This is an optimization exercise on Yosys and OpenROAD, whose aim is small area, a short achievable clock period and few clock cycles, not a production implementation.
At most, simulation tests tie the RTL to the original design; equivalence was not proved.
Power figures rest on the tool's default switching activity, not on a simulated workload.

==> inputs of raven <==
Design cpu_core, start of the top module:
module cpu_core(
    input           clk,
    input           rst_n,
    output [31:0]   imem_addr,
    input  [31:0]   imem_rdata,
    output [31:0]   dmem_addr,
    output          dmem_we,
    output [3:0]    dmem_wstrb,
    output [31:0]   dmem_wdata,
    input  [31:0]   dmem_rdata
);
Settings: LEC_CHECK=0, CAP_MARGIN=20, CORE_MARGIN=2, CORE_UTILIZATION=50, PLACE_DENSITY=0.65, SETUP_SLACK_MARGIN=5, SLEW_MARGIN=20; clock period 13.0 ns.
standard.sh (not shown) runs the stock make flow with config.mk's settings and CLKGATE_MAP_FILE= SYNTH_SCRIPT=/design/flow/synth_recipe.tcl, a recipe that flattens the netlist after the stock synthesis.
==> flow/flow/run.sh <==
#!/bin/bash
set -euo pipefail
bash standard.sh SETUP_SLACK_MARGIN=8 MATCH_CELL_FOOTPRINT=0 \
  "BUFFER_PORTS_ARGS=-buffer_cell sky130_fd_sc_hd__buf_4" finish > run_standard.log 2>&1
==> indigo: changes against raven <==
==> flow/flow/run.sh (replaced) <==
#!/bin/bash
set -euo pipefail
bash standard.sh SETUP_SLACK_MARGIN=7.3 MATCH_CELL_FOOTPRINT=0 \
  "BUFFER_PORTS_ARGS=-buffer_cell sky130_fd_sc_hd__buf_2" finish > run_standard.log 2>&1
CAP_MARGIN = 5   (was 20)
CTS_BUF_LIST = sky130_fd_sc_hd__clkbuf_4 sky130_fd_sc_hd__clkbuf_8   (was not set)
SLEW_MARGIN = 5   (was 20)
==> summary.txt <==
                                                                                              raven                         indigo
Status                                                                       timing/DRC/antenna clean       finished with violations
Reasons for failing layout checks                                                                   -  capacitance limit, slew limit
Fin nets                                                                                         9223                           9015
Post-CTS clock slew at the launch and capture registers of the worst setup and hold paths     0.08 ns                        0.06 ns
Clk tree area frac                                                                             0.0502                         0.0480
Power density relative to cell area                                                        156 nW/um2                     153 nW/um2
Reg2reg end                                                                                  md.P[58]                       m_res[4]
TritonCTS buffer count                                                                            149                            224
Min-Delay Startpoint                                                                       e_ltype[0]                     e_ltype[2]
Post-place instance area                                                                    92100 um2                      91500 um2
Iteration count of the initial detailed-routing pass                                               13                             14
Part of the power in registers                                                                  0.365                          0.396
End point of the critical path                                                               md.P[58]                        e_b[24]
Worst-case reg-to-reg path depth                                                                   27                             16
Worst ir drop on vdd                                                                           146 uV                         116 uV
Arrival time worst endpoint                                                                   6.09 ns                        6.69 ns
Worst hold path endpoint                                                                   m_ltype[0]                     m_ltype[2]
MaxCap Viol Count                                                                                   0                              1
Total detailed-routing wirelength                                                              474 mm                         473 mm
Final core area utilization                                                                     0.611                          0.573
Launching point of the worst reg2reg path                                                    md.dw[1]                           e_fb
Syn-to-layout area delta                                                                        21.3%                          13.7%
Number of antenna violations at the first check in global routing                                  28                             39
Worst relative slew slack                                                                      0.0531                        -0.0702
No run of this note included a check of the RTL's function; only the layout flow was run.


==> run K <==
cpu_core, a different RTL version from the one above (not shown whole).
Settings: LEC_CHECK=0, CAP_MARGIN=20, CORE_MARGIN=2, CORE_UTILIZATION=50, PLACE_DENSITY=0.65, SETUP_SLACK_MARGIN=5, SLEW_MARGIN=20; clock period 13.0 ns.
run.sh (not shown) runs the stock make flow with config.mk's settings and CLKGATE_MAP_FILE= SYNTH_SCRIPT=/design/flow/synth_recipe.tcl, a recipe that flattens the netlist after the stock synthesis.
Stock flow here: none of the scripts above is used.
==> run Z (differences from run K) <==
--- a/flow/design.v
+++ b/flow/design.v
@@ -143,16 +143,18 @@
     input             sh_var,    
     input             sh_left,   
     input             sh_srca,   
     input             sh_ext,    
     input             sh_ins,    
-    input      [1:0]  sh_fill,   
+    input             sh_sra,    
     input             sel_nez,   
     input             s_add,
     input             s_slt,
     input             s_log,
     input             s_sh,
+    input             s_seb,
+    input             s_seh,
     input             s_sel,
     input             s_imm,
     input             s_md,
     input      [31:0] md_out,
     output     [31:0] result
@@ -200,27 +202,20 @@
         end
         for (i = 0; i < 32; i = i + 1)
             tm_rev[i] = tm[31 - i];
     end
     wire [31:0] mask = sh_ins ? (tr & tm_rev) : sh_ext ? tr : sh_left ? tm_rev : tm;
-    reg         fbit;
-    always @* begin
-        case (sh_fill)
-            2'b00: fbit = 1'b0;
-            2'b01: fbit = b[31];
-            2'b10: fbit = b[7];
-            default: fbit = b[15];
-        endcase
-    end
-    wire [31:0] fill = sh_ins ? b : {32{fbit}};
+    wire [31:0] fill = sh_ins ? b : (sh_sra ? {32{b[31]}} : 32'b0);
     wire [31:0] shres = (rot & mask) | (fill & ~mask);
     wire        bz   = (b == 32'b0);
     wire        selc = sel_nez ? ~bz : bz;
     assign result = ({32{s_add}} & sum[31:0])
                   | ({32{s_slt}} & {31'b0, lt})
                   | ({32{s_log}} & lres)
                   | ({32{s_sh}}  & shres)
+                  | ({32{s_seb}} & {{24{b[7]}}, b[7:0]})
+                  | ({32{s_seh}} & {{16{b[15]}}, b[15:0]})
                   | ({32{s_sel & selc}} & a)
                   | ({32{s_imm}} & op2)
                   | ({32{s_md}}  & md_out);
 endmodule
 `timescale 1ns / 1ps
@@ -322,11 +317,13 @@
     wire sp3_ext = (fn == 6'b000000);
     wire sp3_ins = (fn == 6'b000100);
     wire sp3_seb = bshfl && (sa == 5'b10000);
     wire sp3_seh = bshfl && (sa == 5'b11000);
     wire x_add = s_add || (s_shf && d_lsa);
-    wire x_sh  = (s_shf && !d_lsa && fn[1:0] != 2'b01) || (s_sp3 && (sp3_ext || sp3_ins || sp3_seb || sp3_seh));
+    wire x_sh  = (s_shf && !d_lsa && fn[1:0] != 2'b01) || (s_sp3 && (sp3_ext || sp3_ins));
+    wire x_seb = s_sp3 && sp3_seb;
+    wire x_seh = s_sp3 && sp3_seh;
     wire [31:0] pc4 = pc + 32'd4;
     wire [31:0] pc8 = pc + 32'd8;
     wire [31:0] sext = {{16{ins[15]}}, ins[15:0]};
     wire [31:0] zext = {16'b0, ins[15:0]};
     wire        alu_src = (op[5:3] == 3'b001) || op[5] || s_lnk;
@@ -359,22 +356,21 @@
     wire a2 = !a1 && mm_rw && mm_dst == rs;
     wire a3 = !a1 && !a2 && wb_rw && wb_dst == rs;
     wire b1 = ex_rw && ex_dst == rt;
     wire b2 = !b1 && mm_rw && mm_dst == rt;
     wire b3 = !b1 && !b2 && wb_rw && wb_dst == rt;
-    wire [4:0] rt_id = (op == 6'b000011 || nal_bal) ? 5'd31 : rt;
-    wire ldh     = ex_load && ex_rw;
-    wire ld_rt   = ldh && ex_dst == rt_id;
-    wire bubble  = ldh && (ex_dst == rs || ex_dst == rt_id) && !(d_store && ld_rt);
+    wire uses_rt = R || (op[5:1] == 5'b00010) || SP3;
+    wire ld_rs   = ex_load && ex_rw && ex_dst == rs && !J;
+    wire ld_rt   = ex_load && ex_rw && ex_dst == rt;
+    wire bubble  = ld_rs || (ld_rt && uses_rt && !d_store);
     wire d_sdfwd = d_store && ld_rt;           
     reg [31:0] e_rs, e_rt, e_imm, e_target;
     reg [4:0]  e_sa, e_rd;
     reg        e_a1, e_a2, e_a3, e_b1, e_b2, e_b3, e_isrc;
-    reg        e_sub, e_lsa, e_sltu, e_shvar, e_shleft, e_shsrca, e_shext, e_shins, e_selnez;
-    reg [1:0]  e_fill;
+    reg        e_sub, e_lsa, e_sltu, e_shvar, e_shleft, e_shsrca, e_shext, e_shins, e_shsra, e_selnez;
     reg [1:0]  e_lop;
-    reg        e_s_add, e_s_slt, e_s_log, e_s_sh, e_s_sel, e_s_imm, e_s_md;
+    reg        e_s_add, e_s_slt, e_s_log, e_s_sh, e_s_seb, e_s_seh, e_s_sel, e_s_imm, e_s_md;
     reg        e_md, e_mul, e_uns, e_hi;
     reg        e_beq, e_bne, e_blez, e_bgtz, e_bgez, e_jr, e_jmp;
     reg        e_store, e_sdfwd;
     reg [2:0]  e_ltype;
     always @(posedge clk) begin
@@ -393,28 +389,27 @@
         end
     end
     always @(posedge clk) begin
         if (adv) begin
             e_rs <= rf1; e_rt <= rf2; e_imm <= d_imm; e_target <= d_target;
-            e_sa <= bshfl ? 5'd0 : sa;
-            e_rd <= sp3_seh ? 5'd15 : (sp3_seb ? 5'd7 : rd);
+            e_sa <= sa; e_rd <= rd;
             e_a1 <= a1; e_a2 <= a2; e_a3 <= a3;
             e_b1 <= b1 && !alu_src; e_b2 <= b2 && !alu_src; e_b3 <= b3 && !alu_src;
             e_isrc <= alu_src;
             e_sub <= (dexe[2:1] == 2'b01) || d_set;
             e_lsa <= d_lsa;
             e_sltu <= R ? fn[0] : op[0];
             e_shvar <= R && (fn[5:2] != 4'b0000);
             e_shleft <= R ? (fn[1:0] == 2'b00) : sp3_ins;
-            e_shsrca <= !R && !bshfl;
-            e_shext <= !R && (sp3_ext || bshfl);
+            e_shsrca <= !R;
+            e_shext <= !R && sp3_ext;
             e_shins <= !R && sp3_ins;
-            e_fill <= R ? {1'b0, fn[1:0] == 2'b11} : {bshfl, bshfl && sa[3]};
+            e_shsra <= R && fn[1:0] == 2'b11;
             e_selnez <= fn[1];
             e_lop <= dexe[1:0];
             e_s_add <= x_add; e_s_slt <= s_slt; e_s_log <= s_log; e_s_sh <= x_sh;
-            e_s_sel <= s_sel; e_s_imm <= s_lnk;
+            e_s_seb <= x_seb; e_s_seh <= x_seh; e_s_sel <= s_sel; e_s_imm <= s_lnk;
             e_mul <= d_ismul; e_uns <= fn[0];
             e_hi <= d_ismul ? (sa != 5'd2) : (sa == 5'd3);
             e_sdfwd <= d_sdfwd;
             e_ltype <= op[2:0];
         end
@@ -445,13 +440,13 @@
     wire [31:0] e_result;
     alu alu0(
         .a(A), .b(SD), .op2(OP2), .sa(e_sa), .rdf(e_rd),
         .sub(e_sub), .lsa(e_lsa), .slt_u(e_sltu), .lop(e_lop),
         .sh_var(e_shvar), .sh_left(e_shleft), .sh_srca(e_shsrca), .sh_ext(e_shext),
-        .sh_ins(e_shins), .sh_fill(e_fill), .sel_nez(e_selnez),
+        .sh_ins(e_shins), .sh_sra(e_shsra), .sel_nez(e_selnez),
         .s_add(e_s_add), .s_slt(e_s_slt), .s_log(e_s_log), .s_sh(e_s_sh),
-        .s_sel(e_s_sel), .s_imm(e_s_imm),
+        .s_seb(e_s_seb), .s_seh(e_s_seh), .s_sel(e_s_sel), .s_imm(e_s_imm),
         .s_md(e_s_md), .md_out(md_out),
         .result(e_result)
     );
     wire a_zero = (A == 32'b0);
     wire eq     = (A == SD);
@@ -473,15 +468,15 @@
     reg [31:0] m_sd;
     reg [2:0]  m_ltype;
     always @(posedge clk) begin
         if (!rst_n) begin
             mm_rw <= 1'b0; m_load <= 1'b0; m_store <= 1'b0;
-        end else begin
-            mm_rw <= ex_rw && adv; m_load <= ex_load && adv; m_store <= e_store && adv;
+        end else if (adv) begin
+            mm_rw <= ex_rw; m_load <= ex_load; m_store <= e_store;
         end
     end
-    always @(posedge clk) begin
+    always @(posedge clk) if (adv) begin
         mm_dst <= ex_dst; m_res <= e_result; m_sd <= SD; m_sdfwd <= e_sdfwd; m_ltype <= e_ltype;
     end
     wire [31:0] sdata = m_sdfwd ? w_wd : m_sd;
     reg  [3:0]  strb;
     reg  [31:0] wword;
@@ -517,15 +512,15 @@
     reg        w_rw;
     reg [4:0]  w_dst;
     always @(posedge clk) begin
         if (!rst_n) begin
             w_rw <= 1'b0;
-        end else begin
+        end else if (adv) begin
             w_rw <= mm_rw;
         end
     end
-    always @(posedge clk) begin
+    always @(posedge clk) if (adv) begin
         w_dst <= mm_dst; w_wd <= m_load ? ldata : m_res;
         w2_wd <= w_wd;
     end
     assign wb_rw  = w_rw;
     assign wb_dst = w_dst;
==> flow/config.mk (replaced) <==
export PLATFORM = sky130hd
export DESIGN_NAME = cpu_core
export DESIGN_NICKNAME = cpu_core
export VERILOG_FILES = /design/flow/design.v
export SDC_FILE = /design/flow/constraint.sdc
export NUM_CORES = 8
export LEC_CHECK = 0
export CAP_MARGIN = 20
export CORE_MARGIN = 2
export CORE_UTILIZATION = 30
export PLACE_DENSITY = 0.5
export SLEW_MARGIN = 20
==> summary of the runs <==
Synthesized area: run Z is larger than run K (about 2.5%).
Of run K and run Z, run Z has the higher power (gap about 10%, measured against run Z).
Critical path depth: run Z is higher than run K (5).
Non-clock buffer count: run K is lower than run Z (81).
Against run K, the routed wire length of run Z is larger by about 20%.
Testbench counts of run Z, summed over its fixed seeds: cycles 84,440.
The RTL of run K was laid out without a check of its function.


==> v37 <==
cpu_core, a different RTL version from the one above (not shown whole).
Settings: LEC_CHECK=0, CAP_MARGIN=20, CORE_MARGIN=2, CORE_UTILIZATION=50, PLACE_DENSITY=0.65, SETUP_SLACK_MARGIN=5, SLEW_MARGIN=20; clock period 13.0 ns.
standard.sh (not shown) runs the stock make flow with config.mk's settings and CLKGATE_MAP_FILE= SYNTH_SCRIPT=/design/flow/synth_recipe.tcl, a recipe that flattens the netlist after the stock synthesis.
==> flow/flow/run.sh <==
#!/bin/bash
set -euo pipefail
bash standard.sh SETUP_SLACK_MARGIN=8 MATCH_CELL_FOOTPRINT=0 \
  "BUFFER_PORTS_ARGS=-buffer_cell sky130_fd_sc_hd__buf_4" finish > run_standard.log 2>&1
==> inputs of v18, as changes to v37 <==
--- a/flow/design.v
+++ b/flow/design.v
@@ -18,15 +18,14 @@
     reg [31:0] X;        
     reg [4:0]  cnt;
     reg        swp;      
     wire fast = (phase == IDLE) && !hold && (is_mul ? mzero : bz);
     assign done = (phase == DONE) || fast;
     wire [32:0] ax = {~uns & a[31], a};
     wire [32:0] bx = {~uns & b[31], b};
-    wire        bz = (b == 32'b0);
     function [4:0] top_pair;    
         input [32:0] v;
         reg   [36:0] w;
         integer m;
         reg [3:0] idx;
         reg nz;
         begin
@@ -37,15 +36,15 @@
                     idx = m; nz = 1'b1;
                 end
             top_pair = {nz, idx};
         end
     endfunction
     wire [4:0] ta = top_pair(ax);
     wire [4:0] tb = top_pair(bx);
-    wire       mzero = (a == 32'b0) | bz;       
+    wire       mzero = ~ta[4] | ~tb[4];
     wire       swap  = ta[3:0] < tb[3:0];      
     wire [32:0] x  = swp ? bx : ax;
     wire        first = (phase == IDLE);
     wire [32:0] yn = (first ? swap : swp) ? ax : bx;
     wire [3:0]  in = first ? (swap ? ta[3:0] : tb[3:0]) : (cnt[3:0] - 4'd1);
     wire [36:0] yw = {yn[32], yn[32], yn[32], yn, 1'b0};
     wire [4:0]  dwn = yw[{in, 2'b00} +: 5];
@@ -73,14 +72,15 @@
     wire [23:0] p_up  = P[59:36];
     wire [23:0] p_inc = p_up + 24'd1;
     wire [23:0] p_dec = p_up - 24'd1;
     wire [23:0] pnup  = plow[41] ? p_dec : (plow[40] ? p_inc : p_up);
     wire [63:0] pnext = {pnup, plow[39:0]};
     wire        a_neg = ~uns & a[31];
     wire        b_neg = ~uns & b[31];
+    wire        bz    = (b == 32'b0);
     wire [31:0] a_abs = a_neg ? -a : a;
     wire [31:0] b_abs = b_neg ? -b : b;
     function [5:0] clz32;
         input [31:0] v;
         integer k;
         reg found;
         begin
@@ -355,78 +355,70 @@
     wire d_blez = (op == 6'b000110);
     wire d_bgtz = (op == 6'b000111);
     wire d_bgez = REGIMM && (rt == 5'b00001);
     wire d_jr   = R && (fn[5:1] == 5'b00100);
     wire d_jmp  = J || (REGIMM && rt == 5'b10001);    
     wire [31:0] d_target = J ? {pc4[31:28], ins[25:0], 2'b00}
                              : pc4 + {sext[29:0], 2'b00};
-    reg         m_rw;
-    reg  [4:0]  m_dst;
-    wire [31:0] m_wd;                 
+    reg         ex_rw;
+    reg  [4:0]  ex_dst;
+    wire [31:0] wbv;                  
     wire [31:0] rf1, rf2;
     regfile rf(
         .clk(clk), .rst_n(rst_n),
-        .we(m_rw), .wa(m_dst), .wd(m_wd),
+        .we(ex_rw && adv), .wa(ex_dst), .wd(wbv),
         .ra1(rs), .ra2(rt), .rd1(rf1), .rd2(rf2)
     );
-    wire byp1 = m_rw && m_dst == rs;
-    wire byp2 = m_rw && m_dst == rt;
-    wire [31:0] rsv = byp1 ? m_wd : rf1;
-    wire [31:0] rtv = byp2 ? m_wd : rf2;
-    reg         ex_rw, ex_load, e_md;
-    reg  [4:0]  ex_dst;
-    wire fwa = ex_rw && ex_dst == rs;
-    wire fwb = ex_rw && ex_dst == rt;
-    wire [4:0]  rt_id  = (op == 6'b000011 || nal_bal) ? 5'd31 : rt;
-    wire        ldh    = ex_load && ex_rw && !e_md;
-    wire        bubble = ldh && (ex_dst == rs || ex_dst == rt_id)
-                       && !(d_store && ex_dst == rt_id);
-    wire        wrap   = (pc == 32'h00008000);
-    wire        kill   = bubble;      
+    wire byp1 = ex_rw && ex_dst == rs;
+    wire byp2 = ex_rw && ex_dst == rt;
+    wire [31:0] rsv = byp1 ? wbv : rf1;
+    wire [31:0] rtv = byp2 ? wbv : rf2;
+    reg         ex_load;
+    reg         e_md;
+    wire [4:0]  rt_id = (op == 6'b000011 || nal_bal) ? 5'd31 : rt;
+    wire        ldh   = ex_load && ex_rw && !e_md;
+    wire        wrap  = (pc == 32'h00008000);
+    wire        drop  = wrap && ldh && (ex_dst == rs || ex_dst == rt_id)
+                      && !(d_store && ex_dst == rt_id);
     reg [31:0] e_a, e_b;
-    reg        e_fa, e_fb;
     reg        e_mul, e_uns, e_hi;
     always @(posedge clk) begin
         if (!rst_n) begin
             ex_rw <= 1'b0; ex_dst <= 5'd0; e_md <= 1'b0;
         end else if (adv) begin
-            ex_rw <= d_rw && !kill; ex_dst <= dst; e_md <= d_md && !kill;
+            ex_rw <= d_rw && !drop; ex_dst <= dst; e_md <= d_md && !drop;
         end
     end
     always @(posedge clk) if (adv) begin
         e_a <= rsv;
         e_b <= alu_src ? d_imm : rtv;
-        e_fa <= fwa;
-        e_fb <= fwb && !alu_src;
         e_mul <= d_ismul; e_uns <= fn[0];
         e_hi <= d_ismul ? (sa != 5'd2) : (sa == 5'd3);
     end
     reg [31:0] e_target;              
-    reg        e_fc;                  
     reg [4:0]  e_sa, e_rd;
     reg        e_sub, e_lsa, e_sltu, e_shvar, e_shleft, e_shsrca, e_shext, e_shins, e_selnez;
     reg [1:0]  e_fill, e_lop;
     reg        e_s_add, e_s_slt, e_s_log, e_s_sh, e_s_sel, e_s_imm;
     reg        e_beq, e_bne, e_blez, e_bgtz, e_bgez, e_jr, e_jmp, e_store;
     reg [2:0]  e_ltype;
     always @(posedge clk) begin
         if (!rst_n) begin
             ex_load <= 1'b0;
             e_beq <= 1'b0; e_bne <= 1'b0; e_blez <= 1'b0; e_bgtz <= 1'b0; e_bgez <= 1'b0;
             e_jr <= 1'b0; e_jmp <= 1'b0; e_store <= 1'b0;
         end else begin
-            ex_load <= d_load && !kill;
-            e_beq <= d_beq && !kill; e_bne <= d_bne && !kill; e_blez <= d_blez && !kill;
-            e_bgtz <= d_bgtz && !kill; e_bgez <= d_bgez && !kill;
-            e_jr <= d_jr && !kill; e_jmp <= d_jmp && !kill; e_store <= d_store && !kill;
+            ex_load <= d_load;
+            e_beq <= d_beq && !drop; e_bne <= d_bne && !drop; e_blez <= d_blez && !drop;
+            e_bgtz <= d_bgtz && !drop; e_bgez <= d_bgez && !drop;
+            e_jr <= d_jr && !drop; e_jmp <= d_jmp && !drop; e_store <= d_store && !drop;
         end
     end
     always @(posedge clk) begin
         e_target <= d_store ? rtv : d_target;
-        e_fc <= fwb;
         e_sa <= bshfl ? 5'd0 : sa;
         e_rd <= sp3_seh ? 5'd15 : (sp3_seb ? 5'd7 : rd);
         e_sub <= (dexe[2:1] == 2'b01) || d_set;
         e_lsa <= d_lsa;
         e_sltu <= R ? fn[0] : op[0];
         e_shvar <= R && (fn[5:2] != 4'b0000);
         e_shleft <= R ? (fn[1:0] == 2'b00) : sp3_ins;
@@ -436,93 +428,77 @@
         e_fill <= R ? {1'b0, fn[1:0] == 2'b11} : {bshfl, bshfl && sa[3]};
         e_selnez <= fn[1];
         e_lop <= dexe[1:0];
         e_s_add <= x_add; e_s_slt <= s_slt; e_s_log <= s_log; e_s_sh <= x_sh;
         e_s_sel <= s_sel; e_s_imm <= s_lnk;
         e_ltype <= op[2:0];
     end
-    reg  [31:0] m_res;
-    wire [31:0] A  = e_fa ? m_res : e_a;
-    wire [31:0] B  = e_fb ? m_res : e_b;
-    wire [31:0] SD = e_fc ? m_wd : e_target;
     wire        md_done;
     wire [31:0] md_out;
     md_unit md(
         .clk(clk), .rst_n(rst_n),
         .req(e_md), .is_mul(e_mul), .uns(e_uns), .hi(e_hi),
-        .a(A), .b(B), .hold(wrap),
+        .a(e_a), .b(e_b), .hold(wrap),
         .done(md_done), .md_out(md_out)
     );
     assign stall = e_md && !md_done;
     wire [31:0] alu_out, addr;
     alu alu0(
-        .a(A), .b(B), .sa(e_sa), .rdf(e_rd),
+        .a(e_a), .b(e_b), .sa(e_sa), .rdf(e_rd),
         .sub(e_sub), .lsa(e_lsa), .slt_u(e_sltu), .lop(e_lop),
         .sh_var(e_shvar), .sh_left(e_shleft), .sh_srca(e_shsrca), .sh_ext(e_shext),
         .sh_ins(e_shins), .sh_fill(e_fill), .sel_nez(e_selnez),
-        .s_add(e_s_add), .s_slt(e_s_slt), .s_log(e_s_log), .s_sh(e_s_sh),
+        .s_add(e_s_add & ~ex_load), .s_slt(e_s_slt), .s_log(e_s_log), .s_sh(e_s_sh),
         .s_sel(e_s_sel), .s_imm(e_s_imm), .kill(e_md),
         .sum_out(addr), .result(alu_out)
     );
-    wire [31:0] e_res = ({32{e_md}} & md_out) | alu_out;
-    wire a_zero = (A == 32'b0);
-    wire eq     = (A == B);
+    wire a_zero = (e_a == 32'b0);
+    wire eq     = (e_a == e_b);
     wire taken  = !e_md && (e_jmp || e_jr
                || (e_beq && eq) || (e_bne && !eq)
-               || (e_blez && (A[31] || a_zero))
-               || (e_bgtz && !A[31] && !a_zero)
-               || (e_bgez && !A[31]));
-    wire [31:0] jtarget = e_jr ? A : e_target;
+               || (e_blez && (e_a[31] || a_zero))
+               || (e_bgtz && !e_a[31] && !a_zero)
+               || (e_bgez && !e_a[31]));
+    wire [31:0] jtarget = e_jr ? e_a : e_target;
     always @(posedge clk) begin
         if (!rst_n)
             pc <= 32'hFFFFE000;
         else if (wrap)
             pc <= 32'hFFFFE000;
-        else if (adv && !bubble)
+        else if (adv)
             pc <= taken ? jtarget : pc4;
     end
-    reg        m_load, m_store;
-    reg [31:0] m_sd;
-    reg [2:0]  m_ltype;
-    always @(posedge clk) begin
-        if (!rst_n) begin
-            m_rw <= 1'b0; m_load <= 1'b0; m_store <= 1'b0;
-        end else if (adv) begin
-            m_rw <= ex_rw; m_load <= ex_load && !e_md; m_store <= e_store && !e_md;
-        end
-    end
-    always @(posedge clk) if (adv) begin
-        m_dst <= ex_dst; m_res <= e_res; m_sd <= SD; m_ltype <= e_ltype;
-    end
     reg  [3:0]  strb;
     reg  [31:0] wword;
     always @* begin
-        casez ({m_ltype[1:0], m_res[1:0]})
-            4'b0000: begin strb = 4'b0001; wword = {24'b0, m_sd[7:0]};        end
-            4'b0001: begin strb = 4'b0010; wword = {16'b0, m_sd[7:0], 8'b0};  end
-            4'b0010: begin strb = 4'b0100; wword = {8'b0, m_sd[7:0], 16'b0};  end
-            4'b0011: begin strb = 4'b1000; wword = {m_sd[7:0], 24'b0};        end
-            4'b010?: begin strb = 4'b0011; wword = {16'b0, m_sd[15:0]};       end
-            4'b011?: begin strb = 4'b1100; wword = {m_sd[15:0], 16'b0};       end
-            4'b11??: begin strb = 4'b1111; wword = m_sd;                      end
-            default: begin strb = 4'b0000; wword = 32'b0;                     end
+        casez ({e_ltype[1:0], addr[1:0]})
+            4'b0000: begin strb = 4'b0001; wword = {24'b0, e_target[7:0]};        end
+            4'b0001: begin strb = 4'b0010; wword = {16'b0, e_target[7:0], 8'b0};  end
+            4'b0010: begin strb = 4'b0100; wword = {8'b0, e_target[7:0], 16'b0};  end
+            4'b0011: begin strb = 4'b1000; wword = {e_target[7:0], 24'b0};        end
+            4'b010?: begin strb = 4'b0011; wword = {16'b0, e_target[15:0]};       end
+            4'b011?: begin strb = 4'b1100; wword = {e_target[15:0], 16'b0};       end
+            4'b11??: begin strb = 4'b1111; wword = e_target;                      end
+            default: begin strb = 4'b0000; wword = 32'b0;                    end
         endcase
     end
-    assign dmem_addr  = m_res;
-    assign dmem_we    = m_store;
+    assign dmem_addr  = addr;
+    assign dmem_we    = e_store && !e_md;
     assign dmem_wstrb = strb;
     assign dmem_wdata = wword;
-    wire [7:0]  lbyte = m_res[1] ? (m_res[0] ? dmem_rdata[31:24] : dmem_rdata[23:16])
-                                 : (m_res[0] ? dmem_rdata[15:8]  : dmem_rdata[7:0]);
-    wire [15:0] lhalf = m_res[1] ? dmem_rdata[31:16] : dmem_rdata[15:0];
+    wire [7:0]  lbyte = addr[1] ? (addr[0] ? dmem_rdata[31:24] : dmem_rdata[23:16])
+                                : (addr[0] ? dmem_rdata[15:8]  : dmem_rdata[7:0]);
+    wire [15:0] lhalf = addr[1] ? dmem_rdata[31:16] : dmem_rdata[15:0];
     reg  [31:0] ldata;
     always @* begin
-        case (m_ltype)
+        case (e_ltype)
             3'b000:  ldata = {{24{lbyte[7]}}, lbyte};
             3'b001:  ldata = {{16{lhalf[15]}}, lhalf};
             3'b100:  ldata = {24'b0, lbyte};
             3'b101:  ldata = {16'b0, lhalf};
             default: ldata = dmem_rdata;
         endcase
     end
-    assign m_wd = m_load ? ldata : m_res;
+    assign wbv = ({32{e_md}} & md_out)
+               | ({32{ex_load & ~e_md}} & ldata)
+               | alu_out;
 endmodule
==> summary.txt <==
GR Layer Usage met2=72.9%; Mapped Area=around 83,000 sq um; Signal buf overhead=7.83%; clock sinks=roughly 1,300; critical path startpoint=e_a[8]; critical path's largest stage delay=0.56 ns; Post-CTS Resized=564; Inverters=between 200 and 250; Final Hold Slack=0.559 ns; GPL Wtd Cong=roughly 1.1; core area=165,000 sq um; area of the multi-input gates=46,800 sq um; Yosys reg bits=1,280; status=finished clean; share of cells above drive strength 1=21.8%; CP required=10.40 ns
The numbers above come from v18.

==> summary.txt <==
status=finished clean; Yosys reg bits=1,358; area of the multi-input gates=46,800 sq um; critical path startpoint=e_fa; clock sinks=1,358; core area=roughly 170,000 sq um; GPL Wtd Cong=1.10; critical path's largest stage delay=0.60 ns; CP required=13.58 ns; Signal buf overhead=6.70%; Pwr Density=about 150 nW/um^2; Inverters=213; Mapped Area=~85,000 sq um
The numbers above come from v37.

Testbench counts of v37, summed over its fixed seeds: cycles 83,165.
Only the layout flow was run in v18; the RTL was not checked for function there.

[port drivers added, routing unchanged]
No port has a modelled driver above. Below, the same layouts with a new extraction and two added sets of constraints. Step 1 sets driving cells, clkbuf_16 on the clock port and buf_2 on the other inputs (assumed; they add their load-dependent delay and slew). Step 2 also shifts input and output timing later by t, the mid clock arrival at the registers, as if the neighbouring blocks saw the same clock. Three values: no drivers, after step 1, after step 2; two values: the first two.
run | t, ns | setup WS [ns] | worst hold slack (ns)
raven | 0.915 | 7.459 / 7.459 / 6.711 | 0.413 / 0.413 / 0.413
indigo | 1.081 | 6.982 / 7.052 / 5.971 | 0.407 / 0.407 / 0.407
run K | 0.948 | 5.041 / 5.041 / 5.041 | 0.324 / 0.324 / 0.324
run Z | 1.017 | 4.426 / 4.426 / 4.426 | 0.420 / 0.420 / 0.420
v37 | 0.942 | 6.946 / 6.946 / 6.561 | 0.403 / 0.403 / 0.403
v18 | 0.930 | 6.108 / 6.016 / 6.845 | 0.559 / 0.559 / 0.559
The setup slack of indigo, which loses most, moves by +0.070 ns with the drivers and by -1.011 ns with both steps.
